Background: an optimization exercise with open tools, aiming at small area. Do not read the settings as production practice. Only simulation tests tie the RTL to the original design; equivalence was not proved. Power figures rest on the tool's default switching activity, not on a simulated workload.

## flow/config.mk

```make
export PLATFORM = sky130hd
export DESIGN_NAME = luFactorizer
export DESIGN_NICKNAME = luFactorizer
export VERILOG_FILES = /design/flow/design.v
export SDC_FILE = /design/flow/constraint.sdc
export NUM_CORES = 4
export LEC_CHECK = 0
export CAP_MARGIN = 20
export CORE_MARGIN = 2
export CORE_UTILIZATION = 40
export CTS_BUF_LIST = sky130_fd_sc_hd__clkbuf_8
export GPL_TIMING_DRIVEN = 0
export SLEW_MARGIN = 20
```

## flow/constraint.sdc

```tcl
create_clock -name core_clock -period 8.0 [get_ports {clk}]
set_input_delay 1.6000 -clock core_clock [delete_from_list [all_inputs] [get_ports {clk}]]
set_output_delay 1.6000 -clock core_clock [all_outputs]
set_load 0.01 [all_outputs]
```

## flow/design.v

```verilog
`timescale 1ns / 1ps
module globalCounter(count,clk,rst);
input clk;
input rst;
output [4:0]count;
parameter limit = 21;
reg [4:0]countReg;
always@(posedge clk)
begin
	if(rst)
		countReg <= 0;
	else if(countReg == limit)
		countReg <= 0;
	else
		countReg <= countReg + 1;
end
assign count = countReg;
endmodule
module luFactorizer(clk,rst,a11,a12,a13,a14,a21,a22,a23,a24,a25,a31,a32,a33,a34,a35,a36,a41,a42,a43,a44,a45,a46,a47,a52,a53,a54,a55,a56,a57,a58,a63,a64,a65,a66,a67,a68,a74,a75,a76,a77,a78,a85,a86,a87,a88,lL1,lL2,lL3,uL1,uL2,uL3,uL4);
input clk;
input rst;
input [7:0] a11,a12,a13,a14,a21,a22,a23,a24,a25,a31,a32,a33,a34,a35,a36,a41,a42,a43,a44,a45,a46,a47,a52,a53,a54,a55,a56,a57,a58,a63,a64,a65,a66,a67,a68,a74,a75,a76,a77,a78,a85,a86,a87,a88;
output [7:0] lL1,lL2,lL3,uL1,uL2,uL3,uL4;
reg [10:0] jq;
reg first;
wire [4:0] count;
always @(posedge clk) jq <= rst ? 11'd0 : {jq[9:0], ~jq[10]};
always @(posedge clk) first <= rst;
wire [5:0] st = {first,count};
wire s0 = (jq[6] & jq[6]) | (~jq[6] & jq[10]);
wire s1 = (jq[6] & ~jq[7]);
wire s2 = (jq[7] & ~jq[8]);
wire s3 = (jq[8] & ~jq[9]);
wire s4 = (jq[9] & ~jq[10]);
wire s5 = (jq[10] & jq[0]);
wire s6 = (~jq[0] & jq[1]);
wire s7 = (~jq[1] & jq[2]);
wire s8 = (~jq[2] & jq[3]);
wire s9 = (~jq[3] & jq[4]);
wire s10 = (~jq[4] & jq[5]);
wire s11 = (~jq[5] & jq[6]);
wire s12 = (~jq[6] & jq[7]);
wire s13 = (~jq[7] & jq[8]);
wire s14 = (~jq[8] & jq[9]);
wire s15 = (~jq[9] & jq[10]);
wire s16 = (~jq[10] & ~jq[0]);
wire s17 = (jq[1] & ~jq[2]);
wire s18 = (jq[2] & ~jq[3]);
wire s19 = (jq[3] & ~jq[4]);
wire s20 = (jq[4] & ~jq[5]);
wire s21 = (jq[5] & ~jq[6]);
wire s22 = (jq[0] & ~jq[1]) | (jq[4] & jq[4]) | (~jq[4] & jq[10]);
wire s23 = (jq[0] & ~jq[3]) | (jq[4] & ~jq[6]) | (jq[7] & ~jq[9]) | (jq[10] & jq[1]) | (~jq[2] & jq[4]) | (~jq[5] & jq[7]) | (~jq[8] & jq[10]);
wire s24 = (jq[5] & jq[5]) | (~jq[5] & jq[10]) | ((~jq[10] & ~jq[0]) & ~first);
wire s25 = (jq[0] & ~jq[1]) | (jq[2] & ~jq[4]) | (jq[5] & ~jq[7]) | (jq[8] & ~jq[10]) | (~jq[0] & jq[2]) | (~jq[3] & jq[5]) | (~jq[6] & jq[8]) | (~jq[9] & jq[10]) | ((~jq[10] & ~jq[0]) & ~first);
wire s26 = (jq[3] & ~jq[5]) | (jq[6] & ~jq[8]) | (jq[9] & jq[0]) | (~jq[1] & jq[3]) | (~jq[4] & jq[6]) | (~jq[7] & jq[9]) | ((~jq[10] & ~jq[0]) & ~first);
wire s27 = (jq[1] & jq[1]) | (~jq[1] & ~jq[0]);
wire s28 = (jq[0] & jq[0]) | (~jq[0] & jq[10]);
wire s29 = 1'b1;
wire s30 = (jq[6] & ~jq[8]) | (jq[9] & jq[0]) | (~jq[1] & jq[3]) | (~jq[4] & jq[6]) | (~jq[7] & jq[9]);
wire s31 = (jq[4] & ~jq[5]) | (jq[7] & ~jq[8]) | (jq[10] & jq[0]) | (~jq[2] & jq[3]) | (~jq[5] & jq[6]) | (~jq[8] & jq[9]);
wire s32 = (jq[5] & ~jq[7]) | (jq[8] & ~jq[10]) | (~jq[0] & jq[2]) | (~jq[3] & jq[5]) | (~jq[6] & jq[8]) | (~jq[9] & jq[10]);
wire s33 = (jq[3] & ~jq[4]) | (jq[6] & ~jq[7]) | (jq[9] & ~jq[10]) | (~jq[1] & jq[2]) | (~jq[4] & jq[5]) | (~jq[7] & jq[8]) | ((~jq[10] & ~jq[0]) & ~first);
wire s34 = (jq[4] & ~jq[6]) | (jq[7] & ~jq[9]) | (jq[10] & jq[1]) | (~jq[2] & jq[4]) | (~jq[5] & jq[7]) | (~jq[8] & jq[9]);
wire s35 = (jq[1] & ~jq[3]) | (jq[5] & ~jq[6]) | (jq[8] & ~jq[9]) | (~jq[0] & jq[1]) | (~jq[3] & jq[4]) | (~jq[6] & jq[7]) | (~jq[9] & jq[10]);
wire s36 = (jq[3] & ~jq[5]) | (jq[6] & ~jq[8]) | (jq[9] & jq[0]) | (~jq[1] & jq[3]) | (~jq[4] & jq[6]) | (~jq[7] & jq[8]);
wire s37 = (~jq[10] & ~jq[0]) | (jq[3] & jq[3]) | (~jq[3] & jq[9]);
wire s38 = (jq[5] & jq[5]) | (~jq[5] & jq[9]);
wire s39 = (jq[4] & jq[4]) | (~jq[4] & jq[10]);
wire s40 = (jq[6] & ~jq[7]) | (jq[9] & ~jq[10]) | (~jq[1] & jq[2]) | (~jq[4] & jq[5]) | (~jq[7] & jq[8]);
wire s41 = (jq[5] & ~jq[6]) | (jq[8] & ~jq[9]) | (~jq[0] & jq[1]) | (~jq[3] & jq[4]) | (~jq[6] & jq[7]) | (~jq[9] & jq[10]);
wire s42 = (jq[0] & ~jq[1]) | (jq[4] & ~jq[5]) | (jq[7] & ~jq[8]) | (jq[10] & jq[0]) | (~jq[2] & jq[3]) | (~jq[5] & jq[6]) | (~jq[8] & jq[9]);
wire s43 = (jq[2] & ~jq[4]) | (jq[6] & ~jq[7]) | (jq[9] & ~jq[10]) | (~jq[1] & jq[2]) | (~jq[4] & jq[5]) | (~jq[7] & jq[8]) | ((~jq[10] & ~jq[0]) & ~first);
reg [7:0] ACC1;
reg [7:0] ACC2;
reg [7:0] ACC3;
reg [7:0] H7;
reg [7:0] HZ6;
reg [7:0] HZ8;
reg [7:0] HZ9;
reg [7:0] YA;
reg [7:0] YB;
reg [7:0] YC;
wire [7:0] U1_x = ({8{s0}} & H7);
wire [7:0] U1_y = YB;
wire [7:0] U1_zi = ({8{s1}} & a24) | ({8{s2}} & a34) | ({8{s3}} & a44) | ({8{s4}} & a35) | ({8{s5}} & a45) | ({8{s6}} & a55) | ({8{s7}} & a46) | ({8{s8}} & a56) | ({8{s9}} & a66) | ({8{s10}} & a57) | ({8{s11}} & a67) | ({8{s12}} & a77) | ({8{s13}} & a68) | ({8{s14}} & a78) | ({8{s15}} & a88) | ({8{s16}} & a11) | ({8{s17}} & a12) | ({8{s18}} & a22) | ({8{s19}} & a13) | ({8{s20}} & a23) | ({8{s21}} & a33);
wire U1_n = 1'b0;
wire [7:0] U1_r;
wire U1_w1 = 1'b1 ^ U1_zi[0] ^ ~(U1_x[0] & U1_y[0]); wire U1_w2 = (1'b1 & U1_zi[0]) | (1'b1 & ~(U1_x[0] & U1_y[0])) | (U1_zi[0] & ~(U1_x[0] & U1_y[0]));
assign U1_r[0] = U1_w1;
wire U1_w3 = 1'b1 ^ U1_zi[1] ^ ~(U1_x[0] & U1_y[1]); wire U1_w4 = (1'b1 & U1_zi[1]) | (1'b1 & ~(U1_x[0] & U1_y[1])) | (U1_zi[1] & ~(U1_x[0] & U1_y[1]));
wire U1_w5 = ~(U1_x[1] & U1_y[0]) ^ U1_w2 ^ U1_w3; wire U1_w6 = (~(U1_x[1] & U1_y[0]) & U1_w2) | (~(U1_x[1] & U1_y[0]) & U1_w3) | (U1_w2 & U1_w3);
assign U1_r[1] = U1_w5;
wire U1_w7 = 1'b1 ^ U1_zi[2] ^ ~(U1_x[0] & U1_y[2]); wire U1_w8 = (1'b1 & U1_zi[2]) | (1'b1 & ~(U1_x[0] & U1_y[2])) | (U1_zi[2] & ~(U1_x[0] & U1_y[2]));
wire U1_w9 = ~(U1_x[1] & U1_y[1]) ^ ~(U1_x[2] & U1_y[0]) ^ U1_w4; wire U1_w10 = (~(U1_x[1] & U1_y[1]) & ~(U1_x[2] & U1_y[0])) | (~(U1_x[1] & U1_y[1]) & U1_w4) | (~(U1_x[2] & U1_y[0]) & U1_w4);
wire U1_w11 = U1_w7 ^ U1_w6 ^ U1_w9; wire U1_w12 = (U1_w7 & U1_w6) | (U1_w7 & U1_w9) | (U1_w6 & U1_w9);
assign U1_r[2] = U1_w11;
wire U1_w13 = 1'b1 ^ U1_zi[3] ^ ~(U1_x[0] & U1_y[3]); wire U1_w14 = (1'b1 & U1_zi[3]) | (1'b1 & ~(U1_x[0] & U1_y[3])) | (U1_zi[3] & ~(U1_x[0] & U1_y[3]));
wire U1_w15 = ~(U1_x[1] & U1_y[2]) ^ ~(U1_x[2] & U1_y[1]) ^ ~(U1_x[3] & U1_y[0]); wire U1_w16 = (~(U1_x[1] & U1_y[2]) & ~(U1_x[2] & U1_y[1])) | (~(U1_x[1] & U1_y[2]) & ~(U1_x[3] & U1_y[0])) | (~(U1_x[2] & U1_y[1]) & ~(U1_x[3] & U1_y[0]));
wire U1_w17 = U1_w8 ^ U1_w13 ^ U1_w15; wire U1_w18 = (U1_w8 & U1_w13) | (U1_w8 & U1_w15) | (U1_w13 & U1_w15);
wire U1_w19 = U1_w10 ^ U1_w17 ^ U1_w12; wire U1_w20 = (U1_w10 & U1_w17) | (U1_w10 & U1_w12) | (U1_w17 & U1_w12);
assign U1_r[3] = U1_w19;
wire U1_w21 = 1'b1 ^ U1_zi[4] ^ ~(U1_x[0] & U1_y[4]); wire U1_w22 = (1'b1 & U1_zi[4]) | (1'b1 & ~(U1_x[0] & U1_y[4])) | (U1_zi[4] & ~(U1_x[0] & U1_y[4]));
wire U1_w23 = ~(U1_x[1] & U1_y[3]) ^ ~(U1_x[2] & U1_y[2]) ^ ~(U1_x[3] & U1_y[1]); wire U1_w24 = (~(U1_x[1] & U1_y[3]) & ~(U1_x[2] & U1_y[2])) | (~(U1_x[1] & U1_y[3]) & ~(U1_x[3] & U1_y[1])) | (~(U1_x[2] & U1_y[2]) & ~(U1_x[3] & U1_y[1]));
wire U1_w25 = ~(U1_x[4] & U1_y[0]) ^ U1_w14 ^ U1_w16; wire U1_w26 = (~(U1_x[4] & U1_y[0]) & U1_w14) | (~(U1_x[4] & U1_y[0]) & U1_w16) | (U1_w14 & U1_w16);
wire U1_w27 = U1_w21 ^ U1_w23 ^ U1_w18; wire U1_w28 = (U1_w21 & U1_w23) | (U1_w21 & U1_w18) | (U1_w23 & U1_w18);
wire U1_w29 = U1_w25 ^ U1_w27 ^ U1_w20; wire U1_w30 = (U1_w25 & U1_w27) | (U1_w25 & U1_w20) | (U1_w27 & U1_w20);
assign U1_r[4] = U1_w29;
wire U1_w31 = 1'b1 ^ U1_zi[5] ^ ~(U1_x[0] & U1_y[5]); wire U1_w32 = (1'b1 & U1_zi[5]) | (1'b1 & ~(U1_x[0] & U1_y[5])) | (U1_zi[5] & ~(U1_x[0] & U1_y[5]));
wire U1_w33 = ~(U1_x[1] & U1_y[4]) ^ ~(U1_x[2] & U1_y[3]) ^ ~(U1_x[3] & U1_y[2]); wire U1_w34 = (~(U1_x[1] & U1_y[4]) & ~(U1_x[2] & U1_y[3])) | (~(U1_x[1] & U1_y[4]) & ~(U1_x[3] & U1_y[2])) | (~(U1_x[2] & U1_y[3]) & ~(U1_x[3] & U1_y[2]));
wire U1_w35 = ~(U1_x[4] & U1_y[1]) ^ ~(U1_x[5] & U1_y[0]) ^ U1_w22; wire U1_w36 = (~(U1_x[4] & U1_y[1]) & ~(U1_x[5] & U1_y[0])) | (~(U1_x[4] & U1_y[1]) & U1_w22) | (~(U1_x[5] & U1_y[0]) & U1_w22);
wire U1_w37 = U1_w24 ^ U1_w31 ^ U1_w33; wire U1_w38 = (U1_w24 & U1_w31) | (U1_w24 & U1_w33) | (U1_w31 & U1_w33);
wire U1_w39 = U1_w26 ^ U1_w35 ^ U1_w37; wire U1_w40 = (U1_w26 & U1_w35) | (U1_w26 & U1_w37) | (U1_w35 & U1_w37);
wire U1_w41 = U1_w28 ^ U1_w39 ^ U1_w30; wire U1_w42 = (U1_w28 & U1_w39) | (U1_w28 & U1_w30) | (U1_w39 & U1_w30);
assign U1_r[5] = U1_w41;
wire U1_w43 = 1'b1 ^ U1_zi[6] ^ ~(U1_x[0] & U1_y[6]); wire U1_w44 = (1'b1 & U1_zi[6]) | (1'b1 & ~(U1_x[0] & U1_y[6])) | (U1_zi[6] & ~(U1_x[0] & U1_y[6]));
wire U1_w45 = ~(U1_x[1] & U1_y[5]) ^ ~(U1_x[2] & U1_y[4]) ^ ~(U1_x[3] & U1_y[3]); wire U1_w46 = (~(U1_x[1] & U1_y[5]) & ~(U1_x[2] & U1_y[4])) | (~(U1_x[1] & U1_y[5]) & ~(U1_x[3] & U1_y[3])) | (~(U1_x[2] & U1_y[4]) & ~(U1_x[3] & U1_y[3]));
wire U1_w47 = ~(U1_x[4] & U1_y[2]) ^ ~(U1_x[5] & U1_y[1]) ^ ~(U1_x[6] & U1_y[0]); wire U1_w48 = (~(U1_x[4] & U1_y[2]) & ~(U1_x[5] & U1_y[1])) | (~(U1_x[4] & U1_y[2]) & ~(U1_x[6] & U1_y[0])) | (~(U1_x[5] & U1_y[1]) & ~(U1_x[6] & U1_y[0]));
wire U1_w49 = U1_w32 ^ U1_w34 ^ U1_w43; wire U1_w50 = (U1_w32 & U1_w34) | (U1_w32 & U1_w43) | (U1_w34 & U1_w43);
wire U1_w51 = U1_w45 ^ U1_w47 ^ U1_w36; wire U1_w52 = (U1_w45 & U1_w47) | (U1_w45 & U1_w36) | (U1_w47 & U1_w36);
wire U1_w53 = U1_w38 ^ U1_w49 ^ U1_w51; wire U1_w54 = (U1_w38 & U1_w49) | (U1_w38 & U1_w51) | (U1_w49 & U1_w51);
wire U1_w55 = U1_w40 ^ U1_w53 ^ U1_w42; wire U1_w56 = (U1_w40 & U1_w53) | (U1_w40 & U1_w42) | (U1_w53 & U1_w42);
assign U1_r[6] = U1_w55;
wire U1_w57 = 1'b1 ^ U1_zi[7] ^ ~(U1_x[0] & U1_y[7]);
wire U1_w58 = ~(U1_x[1] & U1_y[6]) ^ ~(U1_x[2] & U1_y[5]) ^ ~(U1_x[3] & U1_y[4]);
wire U1_w59 = ~(U1_x[4] & U1_y[3]) ^ ~(U1_x[5] & U1_y[2]) ^ ~(U1_x[6] & U1_y[1]);
wire U1_w60 = ~(U1_x[7] & U1_y[0]) ^ U1_w44 ^ U1_w46;
wire U1_w61 = U1_w48 ^ U1_w57 ^ U1_w58;
wire U1_w62 = U1_w59 ^ U1_w50 ^ U1_w60;
wire U1_w63 = U1_w61 ^ U1_w52 ^ U1_w62;
wire U1_w64 = U1_w54 ^ U1_w63 ^ U1_w56;
assign U1_r[7] = U1_w64;
wire [7:0] U1_o = U1_r;
wire [7:0] U2_x = ({8{s22}} & HZ8);
wire [7:0] U2_y = YA;
wire [7:0] U2_zi = ({8{s23}} & ACC3) | ({8{s1}} & a42) | ({8{s4}} & a53) | ({8{s7}} & a64) | ({8{s10}} & a75) | ({8{s13}} & a86) | ({8{s19}} & a31);
wire U2_n = 1'b0;
wire [7:0] U2_r;
wire U2_w1 = 1'b1 ^ U2_zi[0] ^ ~(U2_x[0] & U2_y[0]); wire U2_w2 = (1'b1 & U2_zi[0]) | (1'b1 & ~(U2_x[0] & U2_y[0])) | (U2_zi[0] & ~(U2_x[0] & U2_y[0]));
assign U2_r[0] = U2_w1;
wire U2_w3 = 1'b1 ^ U2_zi[1] ^ ~(U2_x[0] & U2_y[1]); wire U2_w4 = (1'b1 & U2_zi[1]) | (1'b1 & ~(U2_x[0] & U2_y[1])) | (U2_zi[1] & ~(U2_x[0] & U2_y[1]));
wire U2_w5 = ~(U2_x[1] & U2_y[0]) ^ U2_w2 ^ U2_w3; wire U2_w6 = (~(U2_x[1] & U2_y[0]) & U2_w2) | (~(U2_x[1] & U2_y[0]) & U2_w3) | (U2_w2 & U2_w3);
assign U2_r[1] = U2_w5;
wire U2_w7 = 1'b1 ^ U2_zi[2] ^ ~(U2_x[0] & U2_y[2]); wire U2_w8 = (1'b1 & U2_zi[2]) | (1'b1 & ~(U2_x[0] & U2_y[2])) | (U2_zi[2] & ~(U2_x[0] & U2_y[2]));
wire U2_w9 = ~(U2_x[1] & U2_y[1]) ^ ~(U2_x[2] & U2_y[0]) ^ U2_w4; wire U2_w10 = (~(U2_x[1] & U2_y[1]) & ~(U2_x[2] & U2_y[0])) | (~(U2_x[1] & U2_y[1]) & U2_w4) | (~(U2_x[2] & U2_y[0]) & U2_w4);
wire U2_w11 = U2_w7 ^ U2_w6 ^ U2_w9; wire U2_w12 = (U2_w7 & U2_w6) | (U2_w7 & U2_w9) | (U2_w6 & U2_w9);
assign U2_r[2] = U2_w11;
wire U2_w13 = 1'b1 ^ U2_zi[3] ^ ~(U2_x[0] & U2_y[3]); wire U2_w14 = (1'b1 & U2_zi[3]) | (1'b1 & ~(U2_x[0] & U2_y[3])) | (U2_zi[3] & ~(U2_x[0] & U2_y[3]));
wire U2_w15 = ~(U2_x[1] & U2_y[2]) ^ ~(U2_x[2] & U2_y[1]) ^ ~(U2_x[3] & U2_y[0]); wire U2_w16 = (~(U2_x[1] & U2_y[2]) & ~(U2_x[2] & U2_y[1])) | (~(U2_x[1] & U2_y[2]) & ~(U2_x[3] & U2_y[0])) | (~(U2_x[2] & U2_y[1]) & ~(U2_x[3] & U2_y[0]));
wire U2_w17 = U2_w8 ^ U2_w13 ^ U2_w15; wire U2_w18 = (U2_w8 & U2_w13) | (U2_w8 & U2_w15) | (U2_w13 & U2_w15);
wire U2_w19 = U2_w10 ^ U2_w17 ^ U2_w12; wire U2_w20 = (U2_w10 & U2_w17) | (U2_w10 & U2_w12) | (U2_w17 & U2_w12);
assign U2_r[3] = U2_w19;
wire U2_w21 = 1'b1 ^ U2_zi[4] ^ ~(U2_x[0] & U2_y[4]); wire U2_w22 = (1'b1 & U2_zi[4]) | (1'b1 & ~(U2_x[0] & U2_y[4])) | (U2_zi[4] & ~(U2_x[0] & U2_y[4]));
wire U2_w23 = ~(U2_x[1] & U2_y[3]) ^ ~(U2_x[2] & U2_y[2]) ^ ~(U2_x[3] & U2_y[1]); wire U2_w24 = (~(U2_x[1] & U2_y[3]) & ~(U2_x[2] & U2_y[2])) | (~(U2_x[1] & U2_y[3]) & ~(U2_x[3] & U2_y[1])) | (~(U2_x[2] & U2_y[2]) & ~(U2_x[3] & U2_y[1]));
wire U2_w25 = ~(U2_x[4] & U2_y[0]) ^ U2_w14 ^ U2_w16; wire U2_w26 = (~(U2_x[4] & U2_y[0]) & U2_w14) | (~(U2_x[4] & U2_y[0]) & U2_w16) | (U2_w14 & U2_w16);
wire U2_w27 = U2_w21 ^ U2_w23 ^ U2_w18; wire U2_w28 = (U2_w21 & U2_w23) | (U2_w21 & U2_w18) | (U2_w23 & U2_w18);
wire U2_w29 = U2_w25 ^ U2_w27 ^ U2_w20; wire U2_w30 = (U2_w25 & U2_w27) | (U2_w25 & U2_w20) | (U2_w27 & U2_w20);
assign U2_r[4] = U2_w29;
wire U2_w31 = 1'b1 ^ U2_zi[5] ^ ~(U2_x[0] & U2_y[5]); wire U2_w32 = (1'b1 & U2_zi[5]) | (1'b1 & ~(U2_x[0] & U2_y[5])) | (U2_zi[5] & ~(U2_x[0] & U2_y[5]));
wire U2_w33 = ~(U2_x[1] & U2_y[4]) ^ ~(U2_x[2] & U2_y[3]) ^ ~(U2_x[3] & U2_y[2]); wire U2_w34 = (~(U2_x[1] & U2_y[4]) & ~(U2_x[2] & U2_y[3])) | (~(U2_x[1] & U2_y[4]) & ~(U2_x[3] & U2_y[2])) | (~(U2_x[2] & U2_y[3]) & ~(U2_x[3] & U2_y[2]));
wire U2_w35 = ~(U2_x[4] & U2_y[1]) ^ ~(U2_x[5] & U2_y[0]) ^ U2_w22; wire U2_w36 = (~(U2_x[4] & U2_y[1]) & ~(U2_x[5] & U2_y[0])) | (~(U2_x[4] & U2_y[1]) & U2_w22) | (~(U2_x[5] & U2_y[0]) & U2_w22);
wire U2_w37 = U2_w24 ^ U2_w31 ^ U2_w33; wire U2_w38 = (U2_w24 & U2_w31) | (U2_w24 & U2_w33) | (U2_w31 & U2_w33);
wire U2_w39 = U2_w26 ^ U2_w35 ^ U2_w37; wire U2_w40 = (U2_w26 & U2_w35) | (U2_w26 & U2_w37) | (U2_w35 & U2_w37);
wire U2_w41 = U2_w28 ^ U2_w39 ^ U2_w30; wire U2_w42 = (U2_w28 & U2_w39) | (U2_w28 & U2_w30) | (U2_w39 & U2_w30);
assign U2_r[5] = U2_w41;
wire U2_w43 = 1'b1 ^ U2_zi[6] ^ ~(U2_x[0] & U2_y[6]); wire U2_w44 = (1'b1 & U2_zi[6]) | (1'b1 & ~(U2_x[0] & U2_y[6])) | (U2_zi[6] & ~(U2_x[0] & U2_y[6]));
wire U2_w45 = ~(U2_x[1] & U2_y[5]) ^ ~(U2_x[2] & U2_y[4]) ^ ~(U2_x[3] & U2_y[3]); wire U2_w46 = (~(U2_x[1] & U2_y[5]) & ~(U2_x[2] & U2_y[4])) | (~(U2_x[1] & U2_y[5]) & ~(U2_x[3] & U2_y[3])) | (~(U2_x[2] & U2_y[4]) & ~(U2_x[3] & U2_y[3]));
wire U2_w47 = ~(U2_x[4] & U2_y[2]) ^ ~(U2_x[5] & U2_y[1]) ^ ~(U2_x[6] & U2_y[0]); wire U2_w48 = (~(U2_x[4] & U2_y[2]) & ~(U2_x[5] & U2_y[1])) | (~(U2_x[4] & U2_y[2]) & ~(U2_x[6] & U2_y[0])) | (~(U2_x[5] & U2_y[1]) & ~(U2_x[6] & U2_y[0]));
wire U2_w49 = U2_w32 ^ U2_w34 ^ U2_w43; wire U2_w50 = (U2_w32 & U2_w34) | (U2_w32 & U2_w43) | (U2_w34 & U2_w43);
wire U2_w51 = U2_w45 ^ U2_w47 ^ U2_w36; wire U2_w52 = (U2_w45 & U2_w47) | (U2_w45 & U2_w36) | (U2_w47 & U2_w36);
wire U2_w53 = U2_w38 ^ U2_w49 ^ U2_w51; wire U2_w54 = (U2_w38 & U2_w49) | (U2_w38 & U2_w51) | (U2_w49 & U2_w51);
wire U2_w55 = U2_w40 ^ U2_w53 ^ U2_w42; wire U2_w56 = (U2_w40 & U2_w53) | (U2_w40 & U2_w42) | (U2_w53 & U2_w42);
assign U2_r[6] = U2_w55;
wire U2_w57 = 1'b1 ^ U2_zi[7] ^ ~(U2_x[0] & U2_y[7]);
wire U2_w58 = ~(U2_x[1] & U2_y[6]) ^ ~(U2_x[2] & U2_y[5]) ^ ~(U2_x[3] & U2_y[4]);
wire U2_w59 = ~(U2_x[4] & U2_y[3]) ^ ~(U2_x[5] & U2_y[2]) ^ ~(U2_x[6] & U2_y[1]);
wire U2_w60 = ~(U2_x[7] & U2_y[0]) ^ U2_w44 ^ U2_w46;
wire U2_w61 = U2_w48 ^ U2_w57 ^ U2_w58;
wire U2_w62 = U2_w59 ^ U2_w50 ^ U2_w60;
wire U2_w63 = U2_w61 ^ U2_w52 ^ U2_w62;
wire U2_w64 = U2_w54 ^ U2_w63 ^ U2_w56;
assign U2_r[7] = U2_w64;
wire [7:0] U2_o = U2_r;
wire [7:0] U3_x = ({8{s24}} & HZ6);
wire [7:0] U3_y = YC;
wire [7:0] U3_zi = ({8{s25}} & ACC1) | ({8{s2}} & a43) | ({8{s5}} & a54) | ({8{s8}} & a65) | ({8{s11}} & a76) | ({8{s14}} & a87) | ({8{s17}} & a21) | ({8{s20}} & a32);
wire U3_n = 1'b0;
wire [7:0] U3_r;
wire U3_w1 = 1'b1 ^ U3_zi[0] ^ ~(U3_x[0] & U3_y[0]); wire U3_w2 = (1'b1 & U3_zi[0]) | (1'b1 & ~(U3_x[0] & U3_y[0])) | (U3_zi[0] & ~(U3_x[0] & U3_y[0]));
assign U3_r[0] = U3_w1;
wire U3_w3 = 1'b1 ^ U3_zi[1] ^ ~(U3_x[0] & U3_y[1]); wire U3_w4 = (1'b1 & U3_zi[1]) | (1'b1 & ~(U3_x[0] & U3_y[1])) | (U3_zi[1] & ~(U3_x[0] & U3_y[1]));
wire U3_w5 = ~(U3_x[1] & U3_y[0]) ^ U3_w2 ^ U3_w3; wire U3_w6 = (~(U3_x[1] & U3_y[0]) & U3_w2) | (~(U3_x[1] & U3_y[0]) & U3_w3) | (U3_w2 & U3_w3);
assign U3_r[1] = U3_w5;
wire U3_w7 = 1'b1 ^ U3_zi[2] ^ ~(U3_x[0] & U3_y[2]); wire U3_w8 = (1'b1 & U3_zi[2]) | (1'b1 & ~(U3_x[0] & U3_y[2])) | (U3_zi[2] & ~(U3_x[0] & U3_y[2]));
wire U3_w9 = ~(U3_x[1] & U3_y[1]) ^ ~(U3_x[2] & U3_y[0]) ^ U3_w4; wire U3_w10 = (~(U3_x[1] & U3_y[1]) & ~(U3_x[2] & U3_y[0])) | (~(U3_x[1] & U3_y[1]) & U3_w4) | (~(U3_x[2] & U3_y[0]) & U3_w4);
wire U3_w11 = U3_w7 ^ U3_w6 ^ U3_w9; wire U3_w12 = (U3_w7 & U3_w6) | (U3_w7 & U3_w9) | (U3_w6 & U3_w9);
assign U3_r[2] = U3_w11;
wire U3_w13 = 1'b1 ^ U3_zi[3] ^ ~(U3_x[0] & U3_y[3]); wire U3_w14 = (1'b1 & U3_zi[3]) | (1'b1 & ~(U3_x[0] & U3_y[3])) | (U3_zi[3] & ~(U3_x[0] & U3_y[3]));
wire U3_w15 = ~(U3_x[1] & U3_y[2]) ^ ~(U3_x[2] & U3_y[1]) ^ ~(U3_x[3] & U3_y[0]); wire U3_w16 = (~(U3_x[1] & U3_y[2]) & ~(U3_x[2] & U3_y[1])) | (~(U3_x[1] & U3_y[2]) & ~(U3_x[3] & U3_y[0])) | (~(U3_x[2] & U3_y[1]) & ~(U3_x[3] & U3_y[0]));
wire U3_w17 = U3_w8 ^ U3_w13 ^ U3_w15; wire U3_w18 = (U3_w8 & U3_w13) | (U3_w8 & U3_w15) | (U3_w13 & U3_w15);
wire U3_w19 = U3_w10 ^ U3_w17 ^ U3_w12; wire U3_w20 = (U3_w10 & U3_w17) | (U3_w10 & U3_w12) | (U3_w17 & U3_w12);
assign U3_r[3] = U3_w19;
wire U3_w21 = 1'b1 ^ U3_zi[4] ^ ~(U3_x[0] & U3_y[4]); wire U3_w22 = (1'b1 & U3_zi[4]) | (1'b1 & ~(U3_x[0] & U3_y[4])) | (U3_zi[4] & ~(U3_x[0] & U3_y[4]));
wire U3_w23 = ~(U3_x[1] & U3_y[3]) ^ ~(U3_x[2] & U3_y[2]) ^ ~(U3_x[3] & U3_y[1]); wire U3_w24 = (~(U3_x[1] & U3_y[3]) & ~(U3_x[2] & U3_y[2])) | (~(U3_x[1] & U3_y[3]) & ~(U3_x[3] & U3_y[1])) | (~(U3_x[2] & U3_y[2]) & ~(U3_x[3] & U3_y[1]));
wire U3_w25 = ~(U3_x[4] & U3_y[0]) ^ U3_w14 ^ U3_w16; wire U3_w26 = (~(U3_x[4] & U3_y[0]) & U3_w14) | (~(U3_x[4] & U3_y[0]) & U3_w16) | (U3_w14 & U3_w16);
wire U3_w27 = U3_w21 ^ U3_w23 ^ U3_w18; wire U3_w28 = (U3_w21 & U3_w23) | (U3_w21 & U3_w18) | (U3_w23 & U3_w18);
wire U3_w29 = U3_w25 ^ U3_w27 ^ U3_w20; wire U3_w30 = (U3_w25 & U3_w27) | (U3_w25 & U3_w20) | (U3_w27 & U3_w20);
assign U3_r[4] = U3_w29;
wire U3_w31 = 1'b1 ^ U3_zi[5] ^ ~(U3_x[0] & U3_y[5]); wire U3_w32 = (1'b1 & U3_zi[5]) | (1'b1 & ~(U3_x[0] & U3_y[5])) | (U3_zi[5] & ~(U3_x[0] & U3_y[5]));
wire U3_w33 = ~(U3_x[1] & U3_y[4]) ^ ~(U3_x[2] & U3_y[3]) ^ ~(U3_x[3] & U3_y[2]); wire U3_w34 = (~(U3_x[1] & U3_y[4]) & ~(U3_x[2] & U3_y[3])) | (~(U3_x[1] & U3_y[4]) & ~(U3_x[3] & U3_y[2])) | (~(U3_x[2] & U3_y[3]) & ~(U3_x[3] & U3_y[2]));
wire U3_w35 = ~(U3_x[4] & U3_y[1]) ^ ~(U3_x[5] & U3_y[0]) ^ U3_w22; wire U3_w36 = (~(U3_x[4] & U3_y[1]) & ~(U3_x[5] & U3_y[0])) | (~(U3_x[4] & U3_y[1]) & U3_w22) | (~(U3_x[5] & U3_y[0]) & U3_w22);
wire U3_w37 = U3_w24 ^ U3_w31 ^ U3_w33; wire U3_w38 = (U3_w24 & U3_w31) | (U3_w24 & U3_w33) | (U3_w31 & U3_w33);
wire U3_w39 = U3_w26 ^ U3_w35 ^ U3_w37; wire U3_w40 = (U3_w26 & U3_w35) | (U3_w26 & U3_w37) | (U3_w35 & U3_w37);
wire U3_w41 = U3_w28 ^ U3_w39 ^ U3_w30; wire U3_w42 = (U3_w28 & U3_w39) | (U3_w28 & U3_w30) | (U3_w39 & U3_w30);
assign U3_r[5] = U3_w41;
wire U3_w43 = 1'b1 ^ U3_zi[6] ^ ~(U3_x[0] & U3_y[6]); wire U3_w44 = (1'b1 & U3_zi[6]) | (1'b1 & ~(U3_x[0] & U3_y[6])) | (U3_zi[6] & ~(U3_x[0] & U3_y[6]));
wire U3_w45 = ~(U3_x[1] & U3_y[5]) ^ ~(U3_x[2] & U3_y[4]) ^ ~(U3_x[3] & U3_y[3]); wire U3_w46 = (~(U3_x[1] & U3_y[5]) & ~(U3_x[2] & U3_y[4])) | (~(U3_x[1] & U3_y[5]) & ~(U3_x[3] & U3_y[3])) | (~(U3_x[2] & U3_y[4]) & ~(U3_x[3] & U3_y[3]));
wire U3_w47 = ~(U3_x[4] & U3_y[2]) ^ ~(U3_x[5] & U3_y[1]) ^ ~(U3_x[6] & U3_y[0]); wire U3_w48 = (~(U3_x[4] & U3_y[2]) & ~(U3_x[5] & U3_y[1])) | (~(U3_x[4] & U3_y[2]) & ~(U3_x[6] & U3_y[0])) | (~(U3_x[5] & U3_y[1]) & ~(U3_x[6] & U3_y[0]));
wire U3_w49 = U3_w32 ^ U3_w34 ^ U3_w43; wire U3_w50 = (U3_w32 & U3_w34) | (U3_w32 & U3_w43) | (U3_w34 & U3_w43);
wire U3_w51 = U3_w45 ^ U3_w47 ^ U3_w36; wire U3_w52 = (U3_w45 & U3_w47) | (U3_w45 & U3_w36) | (U3_w47 & U3_w36);
wire U3_w53 = U3_w38 ^ U3_w49 ^ U3_w51; wire U3_w54 = (U3_w38 & U3_w49) | (U3_w38 & U3_w51) | (U3_w49 & U3_w51);
wire U3_w55 = U3_w40 ^ U3_w53 ^ U3_w42; wire U3_w56 = (U3_w40 & U3_w53) | (U3_w40 & U3_w42) | (U3_w53 & U3_w42);
assign U3_r[6] = U3_w55;
wire U3_w57 = 1'b1 ^ U3_zi[7] ^ ~(U3_x[0] & U3_y[7]);
wire U3_w58 = ~(U3_x[1] & U3_y[6]) ^ ~(U3_x[2] & U3_y[5]) ^ ~(U3_x[3] & U3_y[4]);
wire U3_w59 = ~(U3_x[4] & U3_y[3]) ^ ~(U3_x[5] & U3_y[2]) ^ ~(U3_x[6] & U3_y[1]);
wire U3_w60 = ~(U3_x[7] & U3_y[0]) ^ U3_w44 ^ U3_w46;
wire U3_w61 = U3_w48 ^ U3_w57 ^ U3_w58;
wire U3_w62 = U3_w59 ^ U3_w50 ^ U3_w60;
wire U3_w63 = U3_w61 ^ U3_w52 ^ U3_w62;
wire U3_w64 = U3_w54 ^ U3_w63 ^ U3_w56;
assign U3_r[7] = U3_w64;
wire [7:0] U3_o = U3_r;
wire [7:0] U4_x = ({8{s26}} & ACC2) | ({8{s21}} & a41) | ({8{s3}} & a52) | ({8{s6}} & a63) | ({8{s9}} & a74) | ({8{s12}} & a85);
wire [7:0] U4_y = HZ9;
wire U4_n = 1'b0;
wire [7:0] U4_r;
assign U4_r[0] = ~(U4_x[0] & U4_y[0]);
wire U4_w1 = 1'b1 ^ ~(U4_x[0] & U4_y[1]) ^ ~(U4_x[1] & U4_y[0]); wire U4_w2 = (1'b1 & ~(U4_x[0] & U4_y[1])) | (1'b1 & ~(U4_x[1] & U4_y[0])) | (~(U4_x[0] & U4_y[1]) & ~(U4_x[1] & U4_y[0]));
assign U4_r[1] = U4_w1;
wire U4_w3 = 1'b1 ^ ~(U4_x[0] & U4_y[2]) ^ ~(U4_x[1] & U4_y[1]); wire U4_w4 = (1'b1 & ~(U4_x[0] & U4_y[2])) | (1'b1 & ~(U4_x[1] & U4_y[1])) | (~(U4_x[0] & U4_y[2]) & ~(U4_x[1] & U4_y[1]));
wire U4_w5 = ~(U4_x[2] & U4_y[0]) ^ U4_w2 ^ U4_w3; wire U4_w6 = (~(U4_x[2] & U4_y[0]) & U4_w2) | (~(U4_x[2] & U4_y[0]) & U4_w3) | (U4_w2 & U4_w3);
assign U4_r[2] = U4_w5;
wire U4_w7 = 1'b1 ^ ~(U4_x[0] & U4_y[3]) ^ ~(U4_x[1] & U4_y[2]); wire U4_w8 = (1'b1 & ~(U4_x[0] & U4_y[3])) | (1'b1 & ~(U4_x[1] & U4_y[2])) | (~(U4_x[0] & U4_y[3]) & ~(U4_x[1] & U4_y[2]));
wire U4_w9 = ~(U4_x[2] & U4_y[1]) ^ ~(U4_x[3] & U4_y[0]) ^ U4_w4; wire U4_w10 = (~(U4_x[2] & U4_y[1]) & ~(U4_x[3] & U4_y[0])) | (~(U4_x[2] & U4_y[1]) & U4_w4) | (~(U4_x[3] & U4_y[0]) & U4_w4);
wire U4_w11 = U4_w7 ^ U4_w6 ^ U4_w9; wire U4_w12 = (U4_w7 & U4_w6) | (U4_w7 & U4_w9) | (U4_w6 & U4_w9);
assign U4_r[3] = U4_w11;
wire U4_w13 = 1'b1 ^ ~(U4_x[0] & U4_y[4]) ^ ~(U4_x[1] & U4_y[3]); wire U4_w14 = (1'b1 & ~(U4_x[0] & U4_y[4])) | (1'b1 & ~(U4_x[1] & U4_y[3])) | (~(U4_x[0] & U4_y[4]) & ~(U4_x[1] & U4_y[3]));
wire U4_w15 = ~(U4_x[2] & U4_y[2]) ^ ~(U4_x[3] & U4_y[1]) ^ ~(U4_x[4] & U4_y[0]); wire U4_w16 = (~(U4_x[2] & U4_y[2]) & ~(U4_x[3] & U4_y[1])) | (~(U4_x[2] & U4_y[2]) & ~(U4_x[4] & U4_y[0])) | (~(U4_x[3] & U4_y[1]) & ~(U4_x[4] & U4_y[0]));
wire U4_w17 = U4_w8 ^ U4_w13 ^ U4_w15; wire U4_w18 = (U4_w8 & U4_w13) | (U4_w8 & U4_w15) | (U4_w13 & U4_w15);
wire U4_w19 = U4_w10 ^ U4_w17 ^ U4_w12; wire U4_w20 = (U4_w10 & U4_w17) | (U4_w10 & U4_w12) | (U4_w17 & U4_w12);
assign U4_r[4] = U4_w19;
wire U4_w21 = 1'b1 ^ ~(U4_x[0] & U4_y[5]) ^ ~(U4_x[1] & U4_y[4]); wire U4_w22 = (1'b1 & ~(U4_x[0] & U4_y[5])) | (1'b1 & ~(U4_x[1] & U4_y[4])) | (~(U4_x[0] & U4_y[5]) & ~(U4_x[1] & U4_y[4]));
wire U4_w23 = ~(U4_x[2] & U4_y[3]) ^ ~(U4_x[3] & U4_y[2]) ^ ~(U4_x[4] & U4_y[1]); wire U4_w24 = (~(U4_x[2] & U4_y[3]) & ~(U4_x[3] & U4_y[2])) | (~(U4_x[2] & U4_y[3]) & ~(U4_x[4] & U4_y[1])) | (~(U4_x[3] & U4_y[2]) & ~(U4_x[4] & U4_y[1]));
wire U4_w25 = ~(U4_x[5] & U4_y[0]) ^ U4_w14 ^ U4_w16; wire U4_w26 = (~(U4_x[5] & U4_y[0]) & U4_w14) | (~(U4_x[5] & U4_y[0]) & U4_w16) | (U4_w14 & U4_w16);
wire U4_w27 = U4_w21 ^ U4_w23 ^ U4_w18; wire U4_w28 = (U4_w21 & U4_w23) | (U4_w21 & U4_w18) | (U4_w23 & U4_w18);
wire U4_w29 = U4_w25 ^ U4_w27 ^ U4_w20; wire U4_w30 = (U4_w25 & U4_w27) | (U4_w25 & U4_w20) | (U4_w27 & U4_w20);
assign U4_r[5] = U4_w29;
wire U4_w31 = 1'b1 ^ ~(U4_x[0] & U4_y[6]) ^ ~(U4_x[1] & U4_y[5]); wire U4_w32 = (1'b1 & ~(U4_x[0] & U4_y[6])) | (1'b1 & ~(U4_x[1] & U4_y[5])) | (~(U4_x[0] & U4_y[6]) & ~(U4_x[1] & U4_y[5]));
wire U4_w33 = ~(U4_x[2] & U4_y[4]) ^ ~(U4_x[3] & U4_y[3]) ^ ~(U4_x[4] & U4_y[2]); wire U4_w34 = (~(U4_x[2] & U4_y[4]) & ~(U4_x[3] & U4_y[3])) | (~(U4_x[2] & U4_y[4]) & ~(U4_x[4] & U4_y[2])) | (~(U4_x[3] & U4_y[3]) & ~(U4_x[4] & U4_y[2]));
wire U4_w35 = ~(U4_x[5] & U4_y[1]) ^ ~(U4_x[6] & U4_y[0]) ^ U4_w22; wire U4_w36 = (~(U4_x[5] & U4_y[1]) & ~(U4_x[6] & U4_y[0])) | (~(U4_x[5] & U4_y[1]) & U4_w22) | (~(U4_x[6] & U4_y[0]) & U4_w22);
wire U4_w37 = U4_w24 ^ U4_w31 ^ U4_w33; wire U4_w38 = (U4_w24 & U4_w31) | (U4_w24 & U4_w33) | (U4_w31 & U4_w33);
wire U4_w39 = U4_w26 ^ U4_w35 ^ U4_w37; wire U4_w40 = (U4_w26 & U4_w35) | (U4_w26 & U4_w37) | (U4_w35 & U4_w37);
wire U4_w41 = U4_w28 ^ U4_w39 ^ U4_w30; wire U4_w42 = (U4_w28 & U4_w39) | (U4_w28 & U4_w30) | (U4_w39 & U4_w30);
assign U4_r[6] = U4_w41;
wire U4_w43 = 1'b1 ^ ~(U4_x[0] & U4_y[7]) ^ ~(U4_x[1] & U4_y[6]);
wire U4_w44 = ~(U4_x[2] & U4_y[5]) ^ ~(U4_x[3] & U4_y[4]) ^ ~(U4_x[4] & U4_y[3]);
wire U4_w45 = ~(U4_x[5] & U4_y[2]) ^ ~(U4_x[6] & U4_y[1]) ^ ~(U4_x[7] & U4_y[0]);
wire U4_w46 = U4_w32 ^ U4_w34 ^ U4_w43;
wire U4_w47 = U4_w44 ^ U4_w45 ^ U4_w36;
wire U4_w48 = U4_w38 ^ U4_w46 ^ U4_w47;
wire U4_w49 = U4_w40 ^ U4_w48 ^ U4_w42;
assign U4_r[7] = U4_w49;
wire [7:0] U4_o = ~U4_r;
wire [7:0] ACC1_d = ({8{s27}} & U1_o);
always @(posedge clk) ACC1 <= U1_o;
wire [7:0] ACC2_d = ({8{s28}} & U2_o);
always @(posedge clk) ACC2 <= U2_o;
wire [7:0] ACC3_d = ({8{s29}} & U3_o);
always @(posedge clk) ACC3 <= U3_o;
wire [7:0] H7_d = ({8{s21}} & a14) | ({8{s3}} & a25) | ({8{s6}} & a36) | ({8{s9}} & a47) | ({8{s12}} & a58);
wire H7_en = ~s30;
always @(posedge clk) if (H7_en) H7 <= H7_d;
wire [7:0] HZ6_d = ({8{s31}} & ACC1);
wire HZ6_en = ~s32;
always @(posedge clk) if (HZ6_en) HZ6 <= HZ6_d;
wire [7:0] HZ8_d = ({8{s33}} & ACC3);
wire HZ8_en = ~s34;
always @(posedge clk) if (HZ8_en) HZ8 <= HZ8_d;
wire [7:0] HZ9_d = ({8{s35}} & ACC2);
wire HZ9_en = ~s36;
always @(posedge clk) if (HZ9_en) HZ9 <= HZ9_d;
wire [7:0] YA_d = ({8{s37}} & U4_o);
always @(posedge clk) YA <= U4_o;
wire [7:0] YB_d = ({8{s38}} & YC);
always @(posedge clk) YB <= YC;
wire [7:0] YC_d = ({8{s39}} & YA);
always @(posedge clk) YC <= YA;
wire [7:0] lL1_w = ({8{s40}} & YA);
assign lL1 = lL1_w;
wire [7:0] lL2_w = ({8{s41}} & YA);
assign lL2 = lL2_w;
wire [7:0] lL3_w = ({8{s42}} & YA);
assign lL3 = lL3_w;
wire [7:0] uL1_w = ({8{s43}} & HZ9);
assign uL1 = uL1_w;
wire [7:0] uL2_w = ({8{s42}} & HZ8);
assign uL2 = uL2_w;
wire [7:0] uL3_w = ({8{s41}} & HZ6);
assign uL3 = uL3_w;
wire [7:0] uL4_w = ({8{s40}} & H7);
assign uL4 = uL4_w;
endmodule
```

## flow/flow/run.sh

```bash
#!/bin/bash
set -euo pipefail
export CTS_ARGS="-sink_clustering_enable -repair_clock_nets -buf_list sky130_fd_sc_hd__clkbuf_8 -dont_use_dummy_load"
cd "$(dirname "$0")/.."
R="$PWD/orfs/results/sky130hd/luFactorizer/base"
bash standard.sh BUFFER_PORTS_ARGS="-buffer_cell sky130_fd_sc_hd__buf_1" synth > make_synth.log 2>&1
cp "$R/1_2_yosys.v" "$PWD/synth_standard.v"
if python3 flow/fapol.py "$PWD/synth_standard.v" "$PWD/synth_fapol.v" > fapol.log 2>&1; then
  cp "$PWD/synth_fapol.v" "$R/1_2_yosys.v"
  rm -f "$R/1_synth.odb" "$R/1_synth.sdc"
fi
bash standard.sh BUFFER_PORTS_ARGS="-buffer_cell sky130_fd_sc_hd__buf_1" finish > make_finish.log 2>&1
```

## flow/flow/fapol.py

```python
#!/usr/bin/env python3
"""Flip the polarity of full-adder cells (FA(~a,~b,~c) = ~FA(a,b,c)) in a Yosys-written gate netlist
where that lowers the number of inverters; rewrites the netlist in place. Registers are untouched."""
import re, sys, collections, random
src, dst = sys.argv[1], sys.argv[2]
txt = open(src).read()
OUTP = {'X', 'Y', 'Q', 'Q_N', 'SUM', 'COUT'}
cell_re = re.compile(r'^  (sky130_fd_sc_hd__\w+) (\S+(?: )?) \(\n(.*?)\n  \);\n', re.S | re.M)
cells = []
for m in cell_re.finditer(txt):
    t, n, body = m.group(1), m.group(2), m.group(3)
    pins = re.findall(r'^\s+\.(\w+)\((.*)\),?$', body, re.M)
    cells.append({'type': t, 'name': n, 'pins': [(p, v.strip()) for p, v in pins], 'span': m.span()})
isinv = lambda c: re.match(r'sky130_fd_sc_hd__(clk)?inv_\d+$', c['type'])
isfa = lambda c: re.match(r'sky130_fd_sc_hd__fa_\d+$', c['type'])
drv = {}
for i, c in enumerate(cells):
    for p, v in c['pins']:
        if p in OUTP: drv[v] = (i, p)
# nets referenced outside cells (ports, assigns): treat as fixed sinks of their own polarity
body_wo_cells = cell_re.sub('', txt)
ext = set(re.findall(r'assign\s+(\S+)\s*=\s*(\S+?)\s*;', body_wo_cells))
portnames = set()
hdr = re.search(r'module\s+\w+\s*\((.*?)\);', txt, re.S).group(1)
for p in hdr.replace('\n', ' ').split(','): portnames.add(p.strip())
outports = set(re.findall(r'^\s*output\s+(?:\[\d+:\d+\]\s*)?(\w+);', txt, re.M))
def is_outport_net(v):
    b = re.sub(r'\[\d+\]$', '', v.strip())
    return b in outports
def root(v):
    pol = 0
    while v in drv and isinv(cells[drv[v][0]]):
        c = cells[drv[v][0]]
        v = dict(c['pins'])['A']; pol ^= 1
    return v, pol
# sinks: (cell index, pin, root, pol) for non-inverter cells
sinks = collections.defaultdict(list)
for i, c in enumerate(cells):
    if isinv(c): continue
    for p, v in c['pins']:
        if p in OUTP: continue
        r, pol = root(v)
        sinks[r].append((i, p, pol))
fixed_roots = set()
for v in list(drv):
    if is_outport_net(v): fixed_roots.add(root(v)[0])
fa = [i for i, c in enumerate(cells) if isfa(c)]
faout = {}
for i in fa:
    for p, v in cells[i]['pins']:
        if p in OUTP: faout[v] = i
# forbid flipping FAs whose outputs feed ports through inverters or directly
forbid = set(faout[r] for r in fixed_roots if r in faout)
flip = {}
def cost_root(r):
    prov = flip.get(faout[r], 0) if r in faout else 0
    need = set()
    for i, p, pol in sinks.get(r, []):
        need.add(pol ^ (flip.get(i, 0) if i in flip or isfa(cells[i]) else 0) ^ prov)
    return 1 if 1 in need else 0
def touched(i):
    rs = set()
    for p, v in cells[i]['pins']:
        rs.add(root(v)[0] if p not in OUTP else v)
    return rs
roots_of = {i: touched(i) for i in fa}
def total():
    return sum(cost_root(r) for r in sinks)
base = total()
best = None
for seed in range(1, 11):
    random.seed(seed)
    flip = {}
    order = [i for i in fa if i not in forbid]
    for sweep in range(20):
        improved = False
        random.shuffle(order)
        for i in order:
            rs = roots_of[i]
            before = sum(cost_root(r) for r in rs)
            flip[i] = 1 - flip.get(i, 0)
            after = sum(cost_root(r) for r in rs)
            if after < before: improved = True
            else: flip[i] = 1 - flip[i]
        if not improved: break
    t = total()
    if best is None or t < best[0]: best = (t, dict(flip))
flip = best[1]
flipped = [i for i in fa if flip.get(i, 0)]
final = total()
sys.stderr.write('fapol: inverter roots needed %d -> %d, flipped %d of %d full adders\n' % (base, final, len(flipped), len(fa)))
# ---- rebuild ----
affected = set()
for i in flipped:
    affected |= roots_of[i]
newwires = []
cnt = [0]
def newnet(prefix):
    cnt[0] += 1
    n = '_fapol_%s%d_' % (prefix, cnt[0]); newwires.append(n); return n
# flipped FA outputs drive new nets carrying the complement
provnet = {}   # root -> net carrying root value in provided polarity
provpol = {}
for r in affected:
    if r in faout and flip.get(faout[r], 0):
        provnet[r] = newnet('n'); provpol[r] = 1
    else:
        provnet[r] = r; provpol[r] = 0
invnet = {}
newcells = []
def get_pol(r, want):
    if want == provpol[r]: return provnet[r]
    if r not in invnet:
        invnet[r] = newnet('i')
        newcells.append(('sky130_fd_sc_hd__inv_1', '_fapol_inv%d_' % cnt[0], [('A', provnet[r]), ('Y', invnet[r])]))
    return invnet[r]
# rewrite pins
removed_inv = set()
for i, c in enumerate(cells):
    if isinv(c): continue
    newpins = []
    for p, v in c['pins']:
        if p in OUTP:
            if isfa(c) and flip.get(i, 0): v = provnet[v]
            newpins.append((p, v)); continue
        r, pol = root(v)
        if r in affected:
            want = pol ^ (1 if (isfa(c) and flip.get(i, 0)) else 0)
            v = get_pol(r, want)
        newpins.append((p, v))
    c['pins'] = newpins
# original inverters whose root is affected: drop them if their outputs are no longer used
used = collections.Counter()
for c in cells:
    for p, v in c['pins']:
        if p not in OUTP: used[v] += 1
for t, n, pins in newcells:
    for p, v in pins:
        if p not in OUTP: used[v] += 1
changed = True
keep = [True] * len(cells)
while changed:
    changed = False
    for i, c in enumerate(cells):
        if not keep[i] or not isinv(c): continue
        y = dict(c['pins'])['Y']; a = dict(c['pins'])['A']
        if used[y] == 0 and not is_outport_net(y) and root(y)[0] in affected:
            keep[i] = False; used[a] -= 1; changed = True
# original (unflipped-name) FA output nets that are no longer driven must not be loaded
out = []
pos = 0
def fmt(t, n, pins):
    esc = lambda v: v + ' ' if v.startswith('\\') else v
    return '  %s %s (\n%s\n  );\n' % (t, n, ',\n'.join('    .%s(%s)' % (p, esc(v)) for p, v in pins))
for i, c in enumerate(cells):
    s, e = c['span']
    out.append(txt[pos:s]); pos = e
    if keep[i]: out.append(fmt(c['type'], c['name'], c['pins']))
rest = txt[pos:]
idx = rest.rfind('endmodule')
out.append(rest[:idx])
for t, n, pins in newcells: out.append(fmt(t, n, pins))
out.append(rest[idx:])
res = ''.join(out)
# declare new wires after the module header's last declaration
decl = ''.join('  wire %s;\n' % w for w in newwires)
m = re.search(r'\);\n', res)
res = res[:m.end()] + decl + res[m.end():]
# drop declarations of nets that are no longer referenced by any cell
refs = collections.Counter(re.findall(r'\.\w+\(([^()]*)\)', res))
refs = set(v.strip() for v in refs)
def keepdecl(m):
    n = m.group(1).strip()
    return m.group(0) if (n in refs or not n.startswith('_')) else ''
res = re.sub(r'^  wire (\S+(?: )?);\n', keepdecl, res, flags=re.M)
open(dst, 'w').write(res)
kept_inv = sum(1 for i, c in enumerate(cells) if keep[i] and isinv(c)) + len(newcells)
sys.stderr.write('fapol: inverters %d -> %d\n' % (sum(1 for c in cells if isinv(c)), kept_inv))
```

## flow/standard.sh

```bash
#!/bin/bash
# synth_recipe.tcl (not shown) runs the flow's synth.tcl, then flattens the netlist and writes it again
# the make line also repeats each setting of config.mk as NAME=value (left out here)
make -C /OpenROAD-flow-scripts/flow DESIGN_CONFIG=/design/flow/config.mk WORK_HOME=/design/flow/orfs CLKGATE_MAP_FILE= SYNTH_SCRIPT=/design/flow/synth_recipe.tcl "${@:-finish}"
```

==> impl_metrics.env, run 1 <==
export IMPL_hold_class="reg2reg"
export IMPL_status="finished clean"
export IMPL_period_needed_ns=7.007
export IMPL_routedWlPerCell_um=25.02
export IMPL_core_um2=20960
export IMPL_path_buf_inv=4
export IMPL_dp_final_hpwl_um=33250
export IMPL_wirelength_um=40390
export IMPL_synth_area_per_cell_um2=9.284
export IMPL_power_density_nw_per_um2=121.5
export IMPL_insertion_delay_ns=0.39
export IMPL_clk_pin_slew_worst_paths_ns=0.10
export IMPL_max_stage_delay_ns=0.84
export IMPL_max_freq_mhz=142.7
export IMPL_cts_tree="yes"
export IMPL_relSlewSlack=0.1948
export IMPL_synth_area_um2=8504
export IMPL_nNetsFinal=1797
export IMPL_die_y_um=149.8
export IMPL_grt_pass1_vias=9340
export IMPL_worstPathCellList="clkbuf_1, nor2b_1, clkbuf_1, clkbuf_1, a22oi_1, nand4_1, nor3_1, ha_1, fa_1, fa_1, fa_1, fa_1, fa_1, fa_1, inv_1, xor2_1, xnor2_1, xnor2_1, xnor2_1, xnor2_1"
export IMPL_postRouteAntennaNets=0
export IMPL_synth_nets=1375
export IMPL_leakage_nw=4.448
export IMPL_cts_buffer_depth=2
export IMPL_hold_buffers=0
export IMPL_dr_pass1_iters=6
export IMPL_postPlaceCellArea_um2=10410
export IMPL_max_slew_worst_pin_slew_ns=1.203
export IMPL_die_area_um2=22440
export IMPL_fin_skew_ns=0.02695
export IMPL_layout_setup_ws_ns=0.9930
export IMPL_cp_start_kind="flip-flop"
export IMPL_port_buffers=409
export IMPL_critPathTopFamily="adder cells"
export IMPL_drc=0
export IMPL_slowest_stage="clkbuf_1"
export IMPL_max_vdd_ir_drop_mv=0.08641
export IMPL_finalSetupTns_ns=0
export IMPL_num_vias=9323
export IMPL_grt_max_degree=18
export IMPL_root_buffer="clkbuf_8"
export IMPL_rows=53
export IMPL_track_usage=0.3548
export IMPL_required_ns=8.29
export IMPL_io_pin_count=410
export IMPL_vias_per_cell=5.776
export IMPL_hold_violations=0
export IMPL_grt_pass1_wl_um=57640
export IMPL_rsz0062_at_grt="false"
export IMPL_slew_violations=0
export IMPL_drive_gt1_frac=0.01647
export IMPL_finalCritPeriodShare=0.8759
export IMPL_max_cap_viol_count=0
export IMPL_antenna_found_initial=2
export IMPL_globalplace_congestion=0.9794
export IMPL_pre_cts_slack_ns=1.149
export IMPL_cpMostUsedCell="fa_1"
export IMPL_cp_arrival_ns=7.30
export IMPL_crit_path_max_fanout=10
export IMPL_initial_core_util=0.4058
export IMPL_final_area_um2=10550
export IMPL_end_kind="flip-flop"
export IMPL_die_w_um=149.8
export IMPL_area_delta_synth_final_pct=24.00
export IMPL_fill_cells=2204
export IMPL_cts_resized=0
export IMPL_crit_type="reg2reg"
export IMPL_global_route_overflow_total=0
export IMPL_postCtsSetupRepairBufs=0
export IMPL_drt_initial_drc_count=833
export IMPL_seq_area_um2=2162
export IMPL_h_tree_depth=3
export IMPL_setup_viol=0
export IMPL_clock_sinks=92
export IMPL_cts_buffers=9
export IMPL_yosys_warnings=1
export IMPL_synthCells=916
export IMPL_multiInputGateArea_um2=6003
-- worst reg2reg max path, stage by stage, from the launching register on --
cell and delay (ns):
dfxtp_1 0.44, clkbuf_1 0.50, nor2b_1 0.20, clkbuf_1 0.44, clkbuf_1 0.84, a22oi_1 0.22
nand4_1 0.32, nor3_1 0.13, ha_1 0.33, fa_1 0.45, fa_1 0.44, fa_1 0.46
fa_1 0.45, fa_1 0.41, fa_1 0.37, inv_1 0.09, xor2_1 0.18, xnor2_1 0.11
xnor2_1 0.24, xnor2_1 0.16, xnor2_1 0.13
-- power breakdown --
group	leakage, nW	internal (mW)	switching (mW)
Clock	0.0647	0.101	0.155
Combinational	3.51	0.167	0.206
Sequential	0.872	0.563	0.0903
-- through the flow --
stage | utilization | total power, mW | instances | hold WS, ns
after global placement | 0.4955 | 1.030 | 1600 | 0.3592
after detailed placement | 0.4967 | 1.032 | 1602 | 0.3586
after CTS | 0.5026 | 1.286 | 1611 | 0.3758
after floorplan | - | 0.8223 | 916 | 0.3311
final | 0.5032 | 1.282 | 1614 | 0.3702
after global routing | 0.5030 | 1.350 | 1612 | 0.3870
-- final timing paths --
| check | startpoint | endpoint | slack (ns) | depth (start not counted) |
|---|---|---|---|---|
| max | jq[6]$_SDFF_PP0_ | ACC1[7]$_DFF_P_ | 0.99 | 20 |
| min reg2reg | YC[7]$_DFF_P_ | YB[7]$_DFF_P_ | 0.37 | 0 |
| min | YC[7]$_DFF_P_ | YB[7]$_DFF_P_ | 0.37 | 0 |
| max reg2reg | jq[6]$_SDFF_PP0_ | ACC1[7]$_DFF_P_ | 0.99 | 20 |
-- per-layer routing --
metal | vias to the layer above | GRT usage | share of wire
met5 | - | 0 | 0
met4 | 0 | 0.1373 | 0.042
met3 | 102 | 0.08262 | 0.092
met2 | 544 | 0.6050 | 0.48
met1 | 4518 | 0.4348 | 0.38
li1 | 4159 | - | -
-- area by class of cell --
| cell class | count | share of cell area |
|---|---|---|
| Antenna cell | 3 | 0.0007119 |
| Buffer | 54 | 0.01946 |
| Clock buffer | 9 | 0.01175 |
| Inverter | 41 | 0.01459 |
| Multi-Input combinational cell | 729 | 0.5693 |
| Sequential cell | 92 | 0.2050 |
| Tap cell | 275 | 0.03263 |
| Timing Repair Buffer | 411 | 0.1465 |
-- placed cells by master, fill, tap and decap left out, types with 18 or more instances in the layout --
cell,n
nand3_1,35
inv_1,41
ha_1,27
and2_1,58
and3_1,83
a22oi_1,132
fa_1,78
dfxtp_1,60
nand2_1,73
nor2b_1,59
buf_1,410
xnor2_1,39
edfxtp_1,32
nor2_1,20
a21oi_1,18
clkbuf_1,51
-- registers in the layout, summed over array words and instances, names as in the netlist --
signal and cells:
jq 11, ACC1 8, ACC2 8, ACC3 8, H7 8, HZ6 8
HZ8 8, HZ9 8, YA 8, YB 8, YC 8, first 1
==> run 2, diff against run 1 <==
--- a/flow/config.mk
+++ b/flow/config.mk
@@ -9,5 +9,4 @@
 export CORE_MARGIN = 2
 export CORE_UTILIZATION = 40
 export CTS_BUF_LIST = sky130_fd_sc_hd__clkbuf_8
-export GPL_TIMING_DRIVEN = 0
 export SLEW_MARGIN = 20
==> run 2 against run 1 <==
Still clean on timing, DRC and antenna. Clock power shrank 2%. Flip-flop and latch count is the same. Via count shrank 2.4%. Clock skew shrank 0.011 ns. Critical path depth shrank 2. Cell area shrank 0.39%. Largest power group unchanged.
==> impl_metrics.env, run 2 <==
export IMPL_relSlewSlack=0.2674
export IMPL_synth_nets=1375
export IMPL_setup_viol=0
export IMPL_synthCells=916
export IMPL_io_pin_count=410
export IMPL_cp_start_kind="input port"
export IMPL_cts_buffer_depth=2
export IMPL_dr_pass1_iters=6
export IMPL_cpMostUsedCell="fa_1"
export IMPL_max_freq_mhz=166.5
export IMPL_grt_max_degree=31
export IMPL_postCtsSetupRepairBufs=0
export IMPL_drive_gt1_frac=0.03766
export IMPL_insertion_delay_ns=0.37
export IMPL_crit_type="in2reg"
export IMPL_worstPathCellList="buf_1, a22o_1, a222oi_1, o21ai_0, nor3_1, ha_1, fa_1, fa_1, fa_1, fa_1, fa_1, fa_1, inv_1, xor2_1, xnor2_1, xnor2_1, xnor2_1, xnor2_1"
export IMPL_nNetsFinal=1762
export IMPL_cp_arrival_ns=6.30
export IMPL_clk_pin_slew_worst_paths_ns=0.08
export IMPL_dp_final_hpwl_um=31550
export IMPL_fill_cells=2170
export IMPL_root_buffer="clkbuf_8"
export IMPL_h_tree_depth=3
export IMPL_synth_area_um2=8504
export IMPL_global_route_overflow_total=0
export IMPL_die_y_um=149.8
export IMPL_antenna_found_initial=2
export IMPL_globalplace_congestion=0.9449
export IMPL_finalSetupTns_ns=0
export IMPL_slew_violations=0
export IMPL_end_kind="flip-flop"
export IMPL_hold_violations=0
export IMPL_grt_pass1_vias=9112
export IMPL_slowest_stage="fa_1"
export IMPL_vias_per_cell=5.772
export IMPL_timing_hold_ws_ns=0.3512
export IMPL_required_ns=8.29
export IMPL_cts_tree="yes"
export IMPL_initial_core_util=0.4058
export IMPL_fin_skew_ns=0.01643
export IMPL_finalCritPeriodShare=0.7506
export IMPL_most_common_layout_cells="buf_1, a22oi_1, and3_1"
export IMPL_cts_buffers=9
export IMPL_hold_buffers=0
export IMPL_die_w_um=149.8
export IMPL_postRouteAntennaNets=0
export IMPL_die_area_um2=22440
export IMPL_area_delta_synth_final_pct=23.51
export IMPL_grt_pass1_wl_um=56390
export IMPL_final_common_cell="buf_1"
export IMPL_status="finished clean"
export IMPL_synth_area_per_cell_um2=9.284
export IMPL_wirelength_um=39000
export IMPL_cts_resized=0
export IMPL_num_vias=9103
export IMPL_track_usage=0.3450
export IMPL_port_buffers=409
export IMPL_hold_class="reg2reg"
export IMPL_rsz0062_at_grt="false"
export IMPL_routedWlPerCell_um=24.73
export IMPL_yosys_warnings=1
export IMPL_clock_sinks=92
export IMPL_top_register="jq"
export IMPL_drt_initial_drc_count=819
export IMPL_max_vdd_ir_drop_mv=0.08997
export IMPL_rows=53
export IMPL_core_um2=20960
export IMPL_crit_path_max_fanout=1
export IMPL_drc=0
export IMPL_leakage_nw=4.484
export IMPL_max_cap_viol_count=0
export IMPL_max_stage_delay_ns=0.46
export IMPL_largest_reg_flops=11
export IMPL_max_slew_worst_pin_slew_ns=1.097
export IMPL_period_needed_ns=6.005
export IMPL_power_density_nw_per_um2=121.3
## run 2: cell count changes in the layout (fill, tap and decap cells not counted), moves of 2 or more
cell	before	now
buf_2	4	0
buf_4	0	21
diode_2	3	1
nor2b_1	59	49
clkbuf_1	51	0
nor2b_2	0	10
## run 2: through the flow
| step | total power, mW | setup WS (ns) | instance area [um2] | std cells | util |
|---|---|---|---|---|---|
| 6_report | 1.274 | 1.995 | 10500 | 1577 | 0.5013 |
| 5_1_grt | 1.340 | 1.711 | 10500 | 1576 | 0.5011 |
| 4_1_cts | 1.275 | 2.002 | 10500 | 1576 | 0.5009 |
| 3_5_place_dp | 1.027 | 1.616 | 10370 | 1567 | 0.4950 |
| 3_3_place_gp | 1.026 | 1.706 | 10370 | 1567 | 0.4950 |
| 2_1_floorplan | 0.8223 | 2.061 | 8504 | 916 | - |
## run 2: layout make-up
| cell class | instances | area, um2 | area share |
|---|---|---|---|
| inverter | 41 | 153.9 | 0.01465 |
| multi-input combinational | 729 | 6025 | 0.5736 |
| timing repair buffer | 430 | 1693 | 0.1612 |
| antenna | 1 | 2.502 | 0.0002382 |
| clock buffer | 9 | 123.9 | 0.01179 |
| tap | 275 | 344.1 | 0.03276 |
| sequential | 92 | 2162 | 0.2058 |
## run 2: final timing paths
check                                       end         startpoint  depth (start not counted)  slack (ns)
worst max register to register  ACC3[7]$_DFF_P_  jq[10]$_SDFF_PP0_                         19        2.05
worst max-delay path            ACC1[7]$_DFF_P_             a66[1]                         18        2.00
worst min register to register    YB[7]$_DFF_P_      YC[7]$_DFF_P_                          0        0.35
worst min-delay path              YB[7]$_DFF_P_      YC[7]$_DFF_P_                          0        0.35
## run 2: worst max-delay path: cells and delay by family
kind	cells	cell delay, ns
AO/OA/AOI/OAI	3	0.70
XOR/XNOR	5	0.76
adder cells (fa/ha/maj)	7	2.83
buffers and inverters	2	0.15
AND/OR/NAND/NOR	1	0.24
## run 2: power breakdown
| part | internal (mW) | total (mW) | switching, mW |
|---|---|---|---|
| registers | 0.563 | 0.662 | 0.0990 |
| clock network | 0.101 | 0.250 | 0.149 |
| logic | 0.166 | 0.362 | 0.196 |
| total | 0.829 | 1.27 | 0.444 |
## run 2: layer usage
metal | vias up | track usage | routed length [um]
met5 | - | 0 | 13
met4 | 2 | 0.1354 | 1457
met3 | 72 | 0.07622 | 3217
met2 | 512 | 0.5934 | 19290
met1 | 4429 | 0.4201 | 15030
li1 | 4088 | - | -

-- separate check: timing with driven ports --
How much do the figures lean on ideal ports? The routed layouts below were timed once more, with nothing changed but the port constraints.
Step 1 assumes that a clkbuf_16 drives the clock port and a buf_2 every other input.
Step 2 moves the port delays by t, midway between the first and last clock arrival at a register: inputs arrive t later, outputs are due t later. That takes back most of the time a late clock gives input paths.
a / b / c = ideal / step 1 / step 2; a / b = the first two.
| run | t, ns | setup slack, ns | clock arrival spread, ns | worst data-port slew with drivers (ns) |
|---|---|---|---|---|
| run 1 | 0.419 | 0.993 / 0.993 / 0.993 | 0.027 / 0.027 | 0.13 |
| run 2 | 0.408 | 1.995 / 2.018 / 1.610 | 0.016 / 0.016 | 0.13 |
After both steps every run listed still meets setup and hold. The setup slack of run 2, which loses most, moves by +0.023 ns with the drivers and by -0.385 ns with both steps.
